This design comes from an exercise in tuning for small area, a short achievable clock period and few clock cycles per item on the open sky130 flow, not from production work. The RTL was checked by simulation tests, not by an equivalence proof against the original design.

job 2024:
Design cordic, start of the top module:
module cordic(
    input wire [31:0]   angle,
    input wire [1:0]    opt,
    input wire          enable,
    input wire          reset,
    input wire          clk,
    output wire signed [31:0] sin_out,
    output wire signed [31:0] cos_out,
    output wire               done
);
    localparam [17:0] K  = 18'd39797;
    localparam [17:0] NK = -18'd39797;
    function [17:0] atan_table;
        input [3:0] n;
        case (n)
            4'd2:  atan_table = 18'd16055;
            4'd3:  atan_table = 18'd8145;
            4'd4:  atan_table = 18'd4090;
            4'd5:  atan_table = 18'd2045;
            4'd6:  atan_table = 18'd1023;
            4'd7:  atan_table = 18'd512;
            4'd8:  atan_table = 18'd256;
            4'd9:  atan_table = 18'd128;
            4'd10: atan_table = 18'd64;
            4'd11: atan_table = 18'd32;
            4'd12: atan_table = 18'd16;
            4'd13: atan_table = 18'd8;
            4'd14: atan_table = 18'd4;
            default: atan_table = 18'd2;
        endcase
    endfunction
    function [17:0] addsub;
        input [17:0] a, b;
        input        m;      
        reg [18:0] s;
        begin
            s = {a, 1'b1} + {b ^ {18{m}}, m};
            addsub = s[18:1];
        end
    endfunction
    reg signed [17:0] x, y;
  ...
clock: 7.0 ns
lec_check: 0
abc_area: 1
cap_margin: 20
core_margin: 2
core_utilization: 40
setup_slack_margin: 2.5
slew_margin: 20
run.sh (not shown) runs the stock make flow with config.mk's settings and CLKGATE_MAP_FILE= SYNTH_SCRIPT=/design/flow/synth_recipe.tcl, a recipe that flattens the netlist after the stock synthesis.
Both conditions hold for job 2024: the flow ran to the end and the final layout passed the timing, DRC and antenna checks.
Testbench counts of job 2024, summed over its fixed seeds: cycles 43,200, items 2,400.
What job 7812 does differently from job 2024 at the input level:
- CORE_UTILIZATION changed from 40 to 60
- SETUP_SLACK_MARGIN changed from 2.5 to 3.5
==> flow/flow/run.sh (new file) <==
#!/bin/bash
# The standard layout (standard.sh) with extra ORFS settings: port buffers
# made from sky130_fd_sc_hd__buf_1. ORFS writes each step's log under orfs/logs;
# make's own output goes to make.log.
set -euo pipefail
bash standard.sh 'BUFFER_PORTS_ARGS=-buffer_cell sky130_fd_sc_hd__buf_1' finish > make.log 2>&1
==> flow/standard.sh (new file) <==
#!/bin/bash
# synth_recipe.tcl (not shown) runs the flow's synth.tcl, then flattens the netlist and writes it again
# the make line also repeats each setting of config.mk as NAME=value (left out here)
make -C /OpenROAD-flow-scripts/flow DESIGN_CONFIG=/design/flow/config.mk WORK_HOME=/design/flow/orfs CLKGATE_MAP_FILE= SYNTH_SCRIPT=/design/flow/synth_recipe.tcl "${@:-finish}"
removed: flow/run.sh
[summary]
- Looking at the reports, job 7812 completed the entire flow and the layout it produced met the timing, DRC and antenna checks.
- In the flow results for job 2024 and job 7812, the post-layout net count is smaller on job 2024.
- On final critical delay including setup and external delays, job 2024 loses to job 7812.
- Looking at worst reg-to-reg path cell count, job 7812 sits 4 above job 2024.
- Changes observed in job 7812 relative to job 2024: routed wire length went up; multi-input gate share of total cell area went up.
Input changes introduced in job 608 (baseline for comparison: job 7812):
- CORE_UTILIZATION: 60 -> 40
==> flow/run.sh (new file) <==
#!/bin/bash
# synth_recipe.tcl (not shown) runs the flow's synth.tcl, then flattens the netlist and writes it again
# the make line also repeats each setting of config.mk as NAME=value (left out here)
make -C /OpenROAD-flow-scripts/flow DESIGN_CONFIG=/design/flow/config.mk WORK_HOME=/design/flow/orfs CLKGATE_MAP_FILE= SYNTH_SCRIPT=/design/flow/synth_recipe.tcl finish
removed: flow/flow/run.sh
removed: flow/standard.sh
--- outcome ---
Compared with job 7812, job 608 instantiates a larger number of standard cells. Higher buffers inserted during post-CTS setup optimization goes to job 608 over job 7812. Delta (job 608 minus job 7812): clock-cell share of area shrank by 0.52 points, number of global-route vias before repair went up by about 2.3%, sequential share of cell area -1.5 points, number of cells in the design after placement rose 90. Lower initial core utilization goes to job 608 over job 7812. Job 608: full flow OK, the timing, DRC and antenna checks passed. Job 608: post-layout instance area is about 8% higher than what job 7812 reported. Measured against each other, job 7812 and job 608 differ in post-detailed-routing wire length, the lower figure coming from job 7812.

Another version of the RTL of cordic (not shown whole).
For scale: about 1100 cells after synthesis, roughly 63 flip-flops, about 100 I/O pins, ~0.0075 sq mm of cells after synthesis.
Settings: LEC_CHECK=0, ABC_AREA=1, CAP_MARGIN=20, CORE_MARGIN=2, CORE_UTILIZATION=40, SETUP_SLACK_MARGIN=3.8, SLEW_MARGIN=20; clock period 7.0 ns.
standard.sh (not shown) runs the stock make flow with config.mk's settings and CLKGATE_MAP_FILE= SYNTH_SCRIPT=/design/flow/synth_recipe.tcl, a recipe that flattens the netlist after the stock synthesis.
==> flow/flow/run.sh <==
#!/bin/bash
# The standard layout (standard.sh) with extra ORFS settings: port buffers
# made from sky130_fd_sc_hd__buf_1. ORFS writes each step's log under orfs/logs;
# make's own output goes to make.log.
set -euo pipefail
bash standard.sh 'BUFFER_PORTS_ARGS=-buffer_cell sky130_fd_sc_hd__buf_1' finish > make.log 2>&1
Testbench counts at the start, summed over its fixed seeds: cycles 43,200, items 2,400.
Edit:
Settings changed: CTS_BUF_LIST set to sky130_fd_sc_hd__clkbuf_4, CTS_CLUSTER_SIZE set to 24, SETUP_SLACK_MARGIN 3.8 to 3.5.
The new run passed the timing, DRC and antenna checks.
Global-route usage came out lower by 0.80 points.
Wire length is lower by a few percent.
Maximum frequency shrinks slightly.
Non-clock buffer count decreases by 30.
Worst setup slack loses 0.064 ns.
Worst hold slack improved by 0.0036 ns.

RTL: one of the versions met above, not the one the previous note started from.
For scale: about 1200 cells after synthesis, ~65 flip-flops, about 100 I/O pins, roughly 7800 sq um of cells after synthesis.
export LEC_CHECK = 0
export ABC_AREA = 1
export CAP_MARGIN = 20
export CORE_MARGIN = 2
export CORE_UTILIZATION = 40
export SETUP_SLACK_MARGIN = 4
export SLEW_MARGIN = 20
create_clock -name core_clock -period 7.0 [get_ports {clk}]
run.sh (not shown) runs the stock make flow with config.mk's settings and CLKGATE_MAP_FILE= SYNTH_SCRIPT=/design/flow/synth_recipe.tcl, a recipe that flattens the netlist after the stock synthesis.
Stock flow here: none of the scripts above is used.
Testbench counts at the start, summed over its fixed seeds: cycles 43,200, items 2,400.
Next try:
- SETUP_SLACK_MARGIN: 4 -> 3
Result:
- setup slack degrades by 0.28 ns
- synthesized cell count stays the same
- hold slack degrades by 0.0038 ns
- first-iteration DRC count came out higher by 6.1%
- register-to-register slack degrades by 0.28 ns
- routed wire length came out lower by 12%
- core utilization came out lower by 10 points
- fmax came out lower by 7.5%
- via count came out lower by 7.6%
- sequential share of layout area came out higher by 3.3 points
Next try:
==> flow/flow/run.sh (new file) <==
#!/bin/bash
# The standard layout (standard.sh) with extra ORFS settings: port buffers
# made from sky130_fd_sc_hd__buf_1. ORFS writes each step's log under orfs/logs;
# make's own output goes to make.log.
set -euo pipefail
bash standard.sh 'BUFFER_PORTS_ARGS=-buffer_cell sky130_fd_sc_hd__buf_1' RECOVER_POWER=100 finish > make.log 2>&1
==> flow/standard.sh (new file) <==
#!/bin/bash
# synth_recipe.tcl (not shown) runs the flow's synth.tcl, then flattens the netlist and writes it again
# the make line also repeats each setting of config.mk as NAME=value (left out here)
make -C /OpenROAD-flow-scripts/flow DESIGN_CONFIG=/design/flow/config.mk WORK_HOME=/design/flow/orfs CLKGATE_MAP_FILE= SYNTH_SCRIPT=/design/flow/synth_recipe.tcl "${@:-finish}"
- SETUP_SLACK_MARGIN: 3 -> 3.5
removed: flow/run.sh
What happened:
- Now the flow ran to the end with violations: max-capacitance violations, max-slew violations
- sequential share of layout area went down by 0.15 points
- utilization increases by 0.38 points
- wire length grows by 8.2%
- area after synthesis does not change
- non-clock buffer count rises by 40
- critical path depth goes down by 7
- first-iteration DRC count came out higher by 6.6%
Next try:
==> flow/flow/run.sh (replaced) <==
#!/bin/bash
# The standard layout (standard.sh), with the port buffers made from
# sky130_fd_sc_hd__buf_1 instead of the default delay buffer. ORFS writes each
# step's log under orfs/logs; make's own output goes to make.log.
set -euo pipefail
bash standard.sh 'BUFFER_PORTS_ARGS=-buffer_cell sky130_fd_sc_hd__buf_1' finish > make.log 2>&1
Now the flow completed with no timing, DRC or antenna violations.
Utilization goes up by 0.65 points.
Hold slack barely changes.
Cell count does not change.
Non-clock buffer count is unchanged.
Sequential share of layout area goes down by 0.15 points.
Via count goes down by about 0.46%.
Wire length barely changes.

==> re-timing with driven ports <==
No port has a modelled driver above. Below, the same layouts with a new extraction and two added sets of constraints.
Step 1 sets driving cells, clkbuf_16 on the clock port and buf_2 on the other inputs (assumed; they add their load-dependent delay and slew).
Step 2 adds t to the input delays and takes it off the output delays; t is the mean of the earliest and latest rising clock arrival at the registers after step 1. Input paths then give back, and output paths get back, about the clock's delay inside the block.
Three values: ideal ports, drivers, drivers and shift; two values: the first two.
run	t (ns)	slack for setup (ns)	worst setup path at the end	worst data-port slew with drivers (ns)
job 2024	0.387	2.893 / 2.893 / 2.688	input to register	0.05
job 7812	0.388	3.524 / 3.524 / 3.524	register to register	0.03
job 608	0.391	3.568 / 3.568 / 3.397	input to register	0.04
the first run of note 2	0.389	3.658 / 3.658 / 3.658	register to register	0.03
the second run of note 2	0.497	3.594 / 3.594 / 3.238	input to register	0.03
the first run of note 3	0.398	3.526 / 3.526 / 3.526	register to register	0.04
the second run of note 3	0.389	3.245 / 3.245 / 3.005	input to register	0.05
the third run of note 3	0.393	2.344 / 2.364 / 1.971	input to register	0.04
the fourth run of note 3	0.394	3.591 / 3.591 / 3.417	input to register	0.04
For the third run of note 3, which loses most, drivers alone change the setup slack by +0.020 ns; drivers and shift together by -0.373 ns.
